What follows belongs to an exercise in optimizing a design on an open flow for small area and a short achievable clock period; a production flow would make more cautious choices. In this exercise RTL edits were held to simulation tests only and were not proved equivalent to the original. Power and IR drop assume default switching activity.

`config.mk`:
```
export PLATFORM = sky130hd
export DESIGN_NAME = core
export DESIGN_NICKNAME = core
export VERILOG_FILES = /design/flow/design.v
export SDC_FILE = /design/flow/constraint.sdc
export NUM_CORES = 4
export LEC_CHECK = 0
export CAP_MARGIN = 20
export CORE_MARGIN = 2
export CORE_UTILIZATION = 45
export CTS_BUF_LIST = sky130_fd_sc_hd__clkbuf_4 sky130_fd_sc_hd__clkbuf_8
export SETUP_SLACK_MARGIN = 4.5
export SLEW_MARGIN = 20
export SYNTH_HIERARCHICAL = 1
export SYNTH_MINIMUM_KEEP_SIZE = 0
export TNS_END_PERCENT = 0
```
`constraint.sdc`:
```
create_clock -name core_clock -period 13.0 [get_ports {clock}]
set_input_delay 2.6000 -clock core_clock [delete_from_list [all_inputs] [get_ports {clock}]]
set_output_delay 2.6000 -clock core_clock [all_outputs]
set_load 0.01 [all_outputs]
```
`design.v`:
```
module core(
    input clock,
    input reset,  
    output reg [31:0] next_program_counter,
    input [31:0] program_memory_value,
    output [31:0] memory_address,
    output [31:0] memory_write_value,
    output [2:0] memory_write_sections,  
    input [31:0] memory_read_value,
    input usb_packet_ready,
    output handled_usb_packet,
    input mip_mtip  
);
    reg [31:1] program_counter;  
    reg stall;  
    reg [4:0] load_register;  
    reg [2:0] load_funct3;
    reg [4:0] load_buffer_register;  
    reg [31:0] load_buffer_value;
    reg mstatus_mie, mstatus_mpie;
    reg mie_meie, mie_mtie, mie_msie;
    reg [29:0] mtvec_base;
    reg [31:0] mscratch;
    reg [29:0] mepc;
    reg [31:0] mcause;
    reg [63:0] mcycle, minstret;
    wire [31:0] pc = { program_counter, 1'b0 };
    wire [31:0] instruction = program_memory_value;
    wire [6:0] opcode = instruction[6:0];
    wire [2:0] funct3 = instruction[14:12];
    wire [4:0] rd = instruction[11:7];
    wire [4:0] rs1 = instruction[19:15];
    wire [4:0] rs2 = instruction[24:20];
    wire [11:0] csr = instruction[31:20];
    wire is_lui = opcode == 7'b0110111;
    wire is_auipc = opcode == 7'b0010111;
    wire is_jal = opcode == 7'b1101111;
    wire is_jalr = opcode == 7'b1100111;
    wire is_branch = opcode == 7'b1100011;
    wire is_load = opcode == 7'b0000011;
    wire is_store = opcode == 7'b0100011;
    wire is_op_imm = opcode == 7'b0010011;
    wire is_op = opcode == 7'b0110011;
    wire is_fence = opcode == 7'b0001111;
    wire is_system = opcode == 7'b1110011;
    wire rs1_zero = rs1 == 5'd0;
    wire is_priv = is_system && funct3 == 3'b000;
    wire priv_ok = rs1_zero && rd == 5'd0;
    wire is_ecall = is_priv && priv_ok && csr == 12'h000;
    wire is_ebreak = is_priv && priv_ok && csr == 12'h001;
    wire is_mret = is_priv && priv_ok && csr == 12'h302;
    wire is_wfi = is_priv && priv_ok && csr == 12'h105;
    wire csr_read_only = csr[11:10] == 2'b11;
    wire csr_writes = funct3[1:0] == 2'b01 || !rs1_zero;
    wire is_csr = is_system && funct3[1:0] != 2'b00 && !(csr_read_only && csr_writes);
    wire branch_ok = funct3[2:1] != 2'b01;
    wire load_ok = funct3 != 3'b011 && funct3[2:1] != 2'b11;
    wire store_ok = !funct3[2] && funct3[1:0] != 2'b11;
    wire legal = is_lui || is_auipc || is_jal || is_jalr || (is_branch && branch_ok)
        || (is_load && load_ok) || (is_store && store_ok) || is_op_imm || is_op
        || (is_fence && funct3 == 3'b000) || is_mret || is_wfi || is_csr;
    wire interrupt_timer = mstatus_mie && mie_mtie && mip_mtip;
    wire interrupt = interrupt_timer || (mstatus_mie && mie_meie && usb_packet_ready);
    wire exception = !stall && !legal;
    wire trap = interrupt || exception;
    wire execute = !stall && !interrupt && legal;
    reg [31:0] load_value;
    always @* begin
        case (load_funct3[1:0])
            2'b00: load_value = { {24{memory_read_value[7] && !load_funct3[2]}}, memory_read_value[7:0] };
            2'b01: load_value = { {16{memory_read_value[15] && !load_funct3[2]}}, memory_read_value[15:0] };
            default: load_value = memory_read_value;
        endcase
    end
    wire load_arriving = load_register != 5'd0;
    wire buffer_full = load_buffer_register != 5'd0;
    wire [4:0] forward_register = load_arriving ? load_register : load_buffer_register;
    wire [31:0] forward_value = load_arriving ? load_value : load_buffer_value;
    wire [31:0] rs1_value, rs2_value;
    wire [31:0] i_immediate = { {21{instruction[31]}}, instruction[30:20] };
    wire [31:0] s_immediate = { {21{instruction[31]}}, instruction[30:25], instruction[11:7] };
    wire [31:0] b_immediate = { {20{instruction[31]}}, instruction[7], instruction[30:25], instruction[11:8], 1'b0 };
    wire [31:0] u_immediate = { instruction[31:12], 12'b0 };
    wire [31:0] j_immediate = { {12{instruction[31]}}, instruction[19:12], instruction[20], instruction[30:21], 1'b0 };
    wire [31:0] address;
    adder address_adder(rs1_value, is_store ? s_immediate : i_immediate, address);
    assign memory_address = address;
    assign memory_write_value = rs2_value;
    assign memory_write_sections = execute && is_store ? { funct3[1], funct3[1] || funct3[0], 1'b1 } : 3'b000;
    assign handled_usb_packet = 1'b0;
    wire [31:0] target;
    adder target_adder(pc, is_jal ? j_immediate : is_branch ? b_immediate : u_immediate, target);
    wire [31:0] pc_increment = increment32({ 2'b00, program_counter[31:2] }, 1'b1);
    wire [31:0] pc_plus_4 = { pc_increment[29:0], program_counter[1], 1'b0 };
    wire taken;
    comparator comparator(funct3, rs1_value, rs2_value, taken);
    reg [31:0] early_next_program_counter;
    always @* begin
        if (interrupt || exception) begin
            early_next_program_counter = { mtvec_base, 2'b00 };
        end else if (stall) begin
            early_next_program_counter = pc;
        end else if (is_jal) begin
            early_next_program_counter = target;
        end else if (is_mret) begin
            early_next_program_counter = { mepc, 2'b00 };
        end else begin
            early_next_program_counter = pc_plus_4;
        end
    end
    wire no_trap = !stall && !interrupt && !exception;
    wire select_jalr = no_trap && is_jalr;
    wire select_branch = no_trap && is_branch;
    wire [31:0] next_program_counter_value;
    next_pc_select next_pc_select(select_jalr, select_branch, taken, address, target, early_next_program_counter, next_program_counter_value);
    always @* next_program_counter = next_program_counter_value;
    wire [31:0] alu_result;
    alu alu(funct3, is_op && instruction[30] && funct3 == 3'b000, instruction[30] && funct3 == 3'b101,
        rs1_value, is_op ? rs2_value : i_immediate, alu_result);
    reg [31:0] csr_value;
    always @* begin
        csr_value = 32'b0;
        case (csr[11:10])
            2'b00: begin  
                if (csr[6]) begin
                    case (csr[2:0])
                        3'd0: csr_value = mscratch;
                        3'd1: csr_value = { mepc, 2'b00 };
                        3'd2: csr_value = mcause;
                        3'd4: csr_value = { 20'b0, usb_packet_ready, 3'b0, mip_mtip, 7'b0 };
                        default: csr_value = 32'b0;
                    endcase
                end else if (csr[5:4] == 2'b00) begin
                    case (csr[3:0])
                        4'h0: csr_value = { 19'b0, 2'b11, 3'b0, mstatus_mpie, 3'b0, mstatus_mie, 3'b0 };
                        4'h1: csr_value = 32'h40000100;
                        4'h4: csr_value = { 20'b0, mie_meie, 3'b0, mie_mtie, 3'b0, mie_msie, 3'b0 };
                        4'h5: csr_value = { mtvec_base, 2'b00 };
                        default: csr_value = 32'b0;
                    endcase
                end
            end
            2'b10: begin  
                if (csr[4:0] == 5'd0) begin
                    csr_value = csr[7] ? mcycle[63:32] : mcycle[31:0];
                end else if (csr[4:0] == 5'd2) begin
                    csr_value = csr[7] ? minstret[63:32] : minstret[31:0];
                end
            end
            default: csr_value = 32'b0;
        endcase
    end
    wire [31:0] csr_operand = funct3[2] ? { 27'b0, rs1 } : rs1_value;
    wire [31:0] csr_write_value = funct3[1:0] == 2'b01 ? csr_operand
        : funct3[1:0] == 2'b10 ? csr_value | csr_operand : csr_value & ~csr_operand;
    wire csr_write = execute && is_csr && csr_writes;
    reg [31:0] result;
    always @* begin
        if (is_lui) result = u_immediate;
        else if (is_auipc) result = target;
        else if (is_jal || is_jalr) result = pc_plus_4;
        else if (is_system) result = csr_value;
        else result = alu_result;
    end
    wire writes_rd = is_lui || is_auipc || is_jal || is_jalr || is_op_imm || is_op || is_csr;
    wire result_write = execute && writes_rd && rd != 5'd0 && !reset;
    wire load_write = load_arriving && !reset;
    wire [4:0] file_write_address = result_write ? rd : load_write ? load_register : load_buffer_register;
    wire [31:0] file_write_value = result_write ? result : load_write ? load_value : load_buffer_value;
    registers registers(clock, file_write_address, file_write_value, forward_register, forward_value, rs1, rs1_value, rs2, rs2_value);
    always @(posedge clock) begin
        if (result_write && load_write && rd != load_register) begin
            load_buffer_register <= load_register;
            load_buffer_value <= load_value;
        end else if (!(result_write && buffer_full && rd != load_buffer_register)) begin
            load_buffer_register <= 5'd0;
        end
    end
    function [31:0] increment32(input [31:0] x, input carry_in);
        integer i;
        reg group_carry;
        begin
            group_carry = carry_in;
            for (i = 0; i < 32; i = i + 1) begin
                increment32[i] = x[i] ^ (group_carry & ((x & ((32'd1 << i) - 32'd1)) >> (i - i % 8)) == (((32'd1 << i) - 32'd1) >> (i - i % 8)));
                if (i % 8 == 7) group_carry = group_carry & (x[i -: 8] == 8'hff);
            end
        end
    endfunction
    wire write_mcycle = csr_write && csr == 12'hB00;
    wire write_mcycleh = csr_write && csr == 12'hB80;
    wire write_minstret = csr_write && csr == 12'hB02;
    wire write_minstreth = csr_write && csr == 12'hB82;
    wire retire = !stall && !trap;
    wire [31:0] mcycle_low = increment32(mcycle[31:0], !write_mcycleh);
    wire [31:0] mcycle_high = increment32(mcycle[63:32], mcycle[31:0] == 32'hffffffff && !write_mcycle);
    wire [31:0] minstret_low = increment32(minstret[31:0], retire && !write_minstreth);
    wire [31:0] minstret_high = increment32(minstret[63:32], retire && minstret[31:0] == 32'hffffffff && !write_minstret);
    always @(posedge clock) begin
        if (reset) begin
            program_counter <= 31'd0;
            stall <= 1'b1;
            load_register <= 5'd0;
            mstatus_mie <= 1'b0;
            mcause <= 32'd0;
            mcycle <= 64'd0;
            minstret <= 64'd0;
        end else begin
            program_counter <= next_program_counter[31:1];
            stall <= 1'b0;
            load_register <= execute && is_load ? rd : 5'd0;
            load_funct3 <= funct3;
            if (trap) begin
                mcause <= interrupt ? { 1'b1, 27'b0, interrupt_timer ? 4'd7 : 4'd11 }
                    : { 28'b0, is_ecall ? 4'd11 : is_ebreak ? 4'd3 : 4'd2 };
                mepc <= program_counter[31:2];
                mstatus_mpie <= mstatus_mie;
                mstatus_mie <= 1'b0;
            end else if (execute && is_mret) begin
                mstatus_mie <= mstatus_mpie;
                mstatus_mpie <= 1'b1;
            end else if (csr_write) begin
                case (csr)
                    12'h300: begin
                        mstatus_mie <= csr_write_value[3];
                        mstatus_mpie <= csr_write_value[7];
                    end
                    12'h304: begin
                        mie_msie <= csr_write_value[3];
                        mie_mtie <= csr_write_value[7];
                        mie_meie <= csr_write_value[11];
                    end
                    12'h305: mtvec_base <= csr_write_value[31:2];
                    12'h340: mscratch <= csr_write_value;
                    12'h341: mepc <= csr_write_value[31:2];
                    12'h342: mcause <= csr_write_value;
                    default: ;
                endcase
            end
            mcycle[31:0] <= write_mcycle ? csr_write_value : mcycle_low;
            mcycle[63:32] <= write_mcycleh ? csr_write_value : mcycle_high;
            minstret[31:0] <= write_minstret ? csr_write_value : minstret_low;
            minstret[63:32] <= write_minstreth ? csr_write_value : minstret_high;
        end
    end
endmodule
module next_pc_select(select_jalr, select_branch, taken, address, target, other, result);
    input select_jalr, select_branch, taken;
    input [31:0] address, target, other;
    output [31:0] result;
    assign result = select_jalr ? { address[31:1], 1'b0 } : select_branch && taken ? target : other;
endmodule
module alu(funct3, subtract, arithmetic, operand1, operand2, result);
    input [2:0] funct3;
    input subtract, arithmetic;
    input [31:0] operand1, operand2;
    output reg [31:0] result;
    wire negate = subtract || funct3 == 3'b010 || funct3 == 3'b011;
    wire [32:0] sum = { 1'b0, operand1 } + { 1'b0, negate ? ~operand2 : operand2 } + { 32'b0, negate };
    wire less_unsigned = !sum[32];
    wire less_signed = operand1[31] != operand2[31] ? operand1[31] : sum[31];
    wire left = !funct3[2];
    reg [31:0] shift_in, shift_out;
    integer i;
    always @* begin
        for (i = 0; i < 32; i = i + 1) begin
            shift_in[i] = left ? operand1[31 - i] : operand1[i];
        end
    end
    wire [32:0] shifted = $signed({ arithmetic && operand1[31], shift_in }) >>> operand2[4:0];
    always @* begin
        for (i = 0; i < 32; i = i + 1) begin
            shift_out[i] = left ? shifted[31 - i] : shifted[i];
        end
    end
    always @* begin
        case (funct3)
            3'b000: result = sum[31:0];
            3'b001: result = shift_out;
            3'b010: result = { 31'b0, less_signed };
            3'b011: result = { 31'b0, less_unsigned };
            3'b100: result = operand1 ^ operand2;
            3'b101: result = shift_out;
            3'b110: result = operand1 | operand2;
            default: result = operand1 & operand2;
        endcase
    end
endmodule
module adder(operand1, operand2, result);
    input [31:0] operand1, operand2;
    output [31:0] result;
    reg [31:0] g, p, gn, pn;
    integer level, i;
    always @* begin
        g = operand1 & operand2;
        p = operand1 ^ operand2;
        for (level = 0; level < 5; level = level + 1) begin
            gn = g;
            pn = p;
            for (i = 0; i < 32; i = i + 1) begin
                if ((i >> level) % 2 == 1) begin
                    gn[i] = g[i] | (p[i] & g[((i >> level) << level) - 1]);
                    pn[i] = p[i] & p[((i >> level) << level) - 1];
                end
            end
            g = gn;
            p = pn;
        end
    end
    assign result = operand1 ^ operand2 ^ { g[30:0], 1'b0 };
endmodule
module comparator(operation, operand1, operand2, result);
    input [2:0] operation;
    input [31:0] operand1, operand2;
    output result;
    reg [30:0] less, equal;
    integer level, i;
    always @* begin
        less = ~operand1[30:0] & operand2[30:0];
        equal = ~(operand1[30:0] ^ operand2[30:0]);
        for (level = 0; level < 5; level = level + 1) begin
            for (i = 0; i + (1 << level) < 31; i = i + (2 << level)) begin
                less[i] = less[i + (1 << level)] | (equal[i + (1 << level)] & less[i]);
                equal[i] = equal[i + (1 << level)] & equal[i];
            end
        end
    end
    wire same_sign = operand1[31] == operand2[31];
    wire equal_all = same_sign && equal[0];
    wire less_signed = same_sign ? less[0] : operand1[31];
    wire less_unsigned = same_sign ? less[0] : operand2[31];
    wire r = operation[2] ? (operation[1] ? less_unsigned : less_signed) : equal_all;
    assign result = r ^ operation[0];
endmodule
module registers(clock, write_address, write_value, bypass_register, bypass_value, read_address_1, read_value_1, read_address_2, read_value_2);
    input clock;
    input [4:0] write_address, bypass_register, read_address_1, read_address_2;
    input [31:0] write_value, bypass_value;
    output reg [31:0] read_value_1, read_value_2;
    reg [31:0] r[31:1];
    always @(posedge clock) begin
        if (write_address != 0) begin
            r[write_address] <= write_value;
        end
    end
    reg [31:1] select_1, select_2, bypass;
    reg hit_1, hit_2;
    integer i;
    always @* begin
        for (i = 1; i < 32; i = i + 1) begin
            select_1[i] = read_address_1 == i;
            select_2[i] = read_address_2 == i;
            bypass[i] = bypass_register == i;
        end
        hit_1 = |(select_1 & bypass);
        hit_2 = |(select_2 & bypass);
        read_value_1 = {32{hit_1}} & bypass_value;
        read_value_2 = {32{hit_2}} & bypass_value;
        for (i = 1; i < 32; i = i + 1) begin
            read_value_1 = read_value_1 | ({32{select_1[i] && !bypass[i]}} & r[i]);
            read_value_2 = read_value_2 | ({32{select_2[i] && !bypass[i]}} & r[i]);
        end
    end
endmodule
```
`run.sh`:
```
#!/bin/bash
# synth_recipe.tcl (not shown) runs the flow's synth.tcl, then flattens the netlist and writes it again
# the make line also repeats each setting of config.mk as NAME=value (left out here)
make -C /OpenROAD-flow-scripts/flow DESIGN_CONFIG=/design/flow/config.mk WORK_HOME=/design/flow/orfs CLKGATE_MAP_FILE= SYNTH_SCRIPT=/design/flow/synth_recipe.tcl finish
```
==> results.txt <==
## per-module statistics from Yosys (local to each module, per instance)
module / flip-flops and latches / times used / cell area (um2) / cells inside
registers: 992 / 1 / 42800 / 2776
core: 334 / 1 / 22800 / 2776
next_pc_select: 0 / 1 / 1160 / 149
alu: 0 / 1 / 7200 / 932
adder: 0 / 2 / 1450 / 186
comparator: 0 / 1 / 838 / 120
## worst max path at each step
stage,startpoint,to,slack (ps),depth (start not counted)
2_1_floorplan,program_memory_value[17],next_program_counter[31],3890,19
3_3_place_gp,program_memory_value[16],next_program_counter[15],970,19
3_5_place_dp,program_memory_value[16],next_program_counter[11],930,18
4_1_cts,program_memory_value[17],next_program_counter[31],2920,24
5_1_grt,program_memory_value[4],next_program_counter[22],2660,20
6_report,program_memory_value[23],next_program_counter[3],2560,20
## flip-flops by register name, indices dropped and copies added, names as in the netlist
signal                cells
mtvec_base               30
mie_msie                  1
load_buffer_register      5
mcause                   32
stall                     1
mie_meie                  1
mstatus_mpie              1
mie_mtie                  1
load_register             5
load_buffer_value        32
program_counter          31
registers.r             992
mstatus_mie               1
mepc                     30
minstret                 64
load_funct3               3
mcycle                   64
mscratch                 32
## cell families after synthesis
family | count (synthesis)
other | 1
xor gates and xnor gates | 266
buffers and inverters | 808
and+or+nand+nor | 1914
adders and majority gates | 213
DFF | 1326
muxes | 240
AOI/OAI and AO/OA | 2357
## critical path: stages
cell             delay [ps]
buf_8                   210
nor2b_4                 470
nand2_1                 170
a21oi_4                 500
buf_4                   440
a221oi_1                160
nand4_1                 160
a2111o_1                180
ha_1                    280
a21oi_1                 190
o21ai_2                 180
a221oi_4                380
o2111ai_4               190
a22oi_2                 380
xnor2_2                 160
buf_6                   190
and2_4                  140
buf_12                  160
o311ai_2                260
clkdlybuf4s15_1         310
## cell usage after synthesis, types with 137 or more instances
library cell     n  area share
a21oi_1        338       0.022
nor2_1         399       0.019
a22o_1         163       0.018
nand3_1        170       0.011
a22oi_1        600       0.058
xnor2_1        178       0.020
inv_1          236       0.011
clkbuf_1       378       0.018
nand4_1        214       0.017
dfxtp_1        198       0.051
o21ai_0        218       0.014
a221oi_1       184       0.021
ha_1           202       0.033
nand2_1        518       0.025
edfxtp_1      1128        0.44
mux2i_1        159       0.021
a211oi_1       137       0.013
## metrics by stage
stage,worst slack [ps],power (W),instance area [um2]
after CTS,2920,0.0109,91000
after global placement,970,0.00678,83700
after detailed placement,934,0.00678,83700
final,2560,0.0110,91400
after global routing,2660,0.0112,91400
after floorplan,3890,0.00579,77800
## metal layers
layer / global-route usage / vias up / wire, um
met4: 0.415 / 24 / 49700
met5: 0.00583 / - / 287
met1: 0.572 / 37000 / 146000
li1: - / 29100 / -
met2: 0.684 / 7873 / 177000
met3: 0.203 / 2456 / 68900
## report_power, final
part,internal [W],switching [W],leakage [nW]
clock,0.00211,0.00193,2.48
sequential,0.00459,0.0000274,11.8
combinational,0.000793,0.00157,17.3
## layout make-up
| type | count | area (um2) |
|---|---|---|
| Fill cell | 15200 | 80100 |
| Inverter | 242 | 922 |
| Tap cell | 2310 | 2890 |
| Clock buffer | 290 | 3630 |
| Clock inverter | 126 | 1100 |
| Antenna cell | 18 | 45.0 |
| Timing Repair Buffer | 656 | 6370 |
| Sequential cell | 1326 | 37800 |
| Multi-Input combinational cell | 5001 | 38600 |
## what timing repair did
| item | in CTS | in global routing |
|---|---|---|
| endpoints found under the hold margin | 0 | 0 |
| gates resized for setup | 356 | 50 |
| hold buffers | 0 | 0 |
| setup buffers | 125 | 8 |
| cloned | 15 | 1 |
| setup endpoints to repair | 1090 | 902 |
| pin swaps | 62 | 23 |
==> flow_summary_export.csv <==
group,metric,value,unit
outcome,status,"timing/DRC/antenna clean",
setup_path,timing.rr.end,"registers.r[6][30]",
floorplanning,die_h,419,um
synthesis,synth_warnings,11,
cells_and_area,drive_gt1_frac,0.188,
floorplanning,core_area,172000,um2
timing,finalSetupViolCount,0,
placement,globalplace.congestion,1.05,
timing,clock_skew,95.4,ps
floorplanning,ios,168,
synthesis,syn_area_per_cell,10.9,um2
cells_and_area,final_util,0.533,
synthesis,synth_xor_area_frac,0.0300,
timing,hold_viol,0,
timing,period_needed,10440,ps
cts,cts_buffers,223,
global_route,grt_pass1_vias,70300,
timing,slew_viol_final,0,
drt,ant_nets,0,
worst_hold_path,holdPathStages,2,
setup_path,worstReg2RegStart,"load_register[0]",
floorplanning,dieArea,176000,um2
cts,root_buffer,"clkbuf_8",
timing,tightest_slew,1340,ps
timing,fmax,95.8,MHz
placement,port_buffers,165,
floorplanning,rows,152,
placement,dp_hpwl,280000,um
global_route,grt-ovfl-total,0,
timing,rsz0062_at_grt,"true",
pwr,power_density,121,nW/um2
setup_path,r2r_setup_slack,3840,ps
floorplanning,start_util,0.453,
cells_and_area,final_common_cell,"edfxtp_1",
synthesis,synth_top_family_by_area,"compound AO/OA/AOI/OAI gates",
timing,tns,0,ps
drt,wl,441000,um
setup_path,cp.required,10400,ps
flow_run,cap_violations,0,
setup_path,crit_path_end_kind,"output pin",
drt,num_vias,76400,
timing,fin_hold_ws,455,ps
synthesis,synth-main-ff-cell,"edfxtp_1",
timing,slew_headroom,0.105,
synthesis,synth-compound-area-share,0.233,
global_route,grtUsageTotal,0.487,
cts,cts_num_sinks,1326,
timing,period_share,0.803,
cts,cts_tree,"done",
synthesis,ys_seq_elements,1326,
cts,clock_latency,1060,ps
drt,drt-pass1-iter-count,15,
pwr,ir_drop,0.107,mV
pwr,p_leak,31.6,nW
setup_path,r2r_cells,28,
setup_path,path_class,"input pin to output pin",
cts,clk_path_buf_depth,3,
synthesis,synth-edff-count,1128,
drt,wire_per_inst,44.3,um
drt,post-route-drc-count,0,
setup_path,startpoint_type,"input pin",
cells_and_area,layout_common_cells,"1128 x edfxtp_1, 596 x a22oi_1, 509 x nand2_1, 403 x buf_4, 354 x nor2_1",
synthesis,synth_cell_type_count,130,
cts,path_clk_slew,60,ps
global_route,grt_pass1_wl,587000,um
drt,first_iter_violations,16600,
global_route,grt_max_degree,87,
synthesis,syn_area,77600,um2
synthesis,muxShareOfSynthArea,0.0406,
worst_hold_path,hp-class,"flop to flop",
worst_hold_path,hold_path_end,"mcause[18]",
synthesis,yosysSeqAreaShare,0.487,
cells_and_area,nets,7731,
setup_path,crit_fanout,29,
synthesis,syn_inst,7125,
floorplanning,die_x,419,um
synthesis,synthAdderAreaFrac,0.0354,
cells_and_area,syn_to_final_growth,17.8,%
cells_and_area,final_cells,9969,
placement,dp.cells,9384,
setup_path,cp.arrival,7840,ps
cts,htree_levels,4,
drt,via_per_inst,7.67,
synthesis,async_flop_share,0,
global_route,grt_antenna_before_repair,29,
worst_hold_path,hp-start,"mcause[18]",
synthesis,synth-simple-area-share,0.128,

## what the ideal ports hide
The flow's constraints put no driver on any port. The routed layout listed below was extracted and timed again, unchanged, in two steps. Step 1: set_driving_cell puts a clkbuf_16 on clock and a buf_2 on each other input, an assumption about the parent block. Step 2 times the ports against the registers' clock, not the clock port: input delays grow and output delays shrink by t, the midpoint of the rising clock arrivals with the driver on. Three values: ideal, step 1, step 2; two values: the first two.
shift t [ns]: 1.106
setup WS [ns]: 2.562 / 2.318 / 2.318
worst setup path at the end: input to output
slew at the worst register clock pin (ns): 0.07 / 0.07
worst slew at a driven data input, ns: 0.36
After both steps setup and hold are still met in this run. For this run, drivers alone change the setup slack by -0.244 ns; drivers and shift together by -0.244 ns.
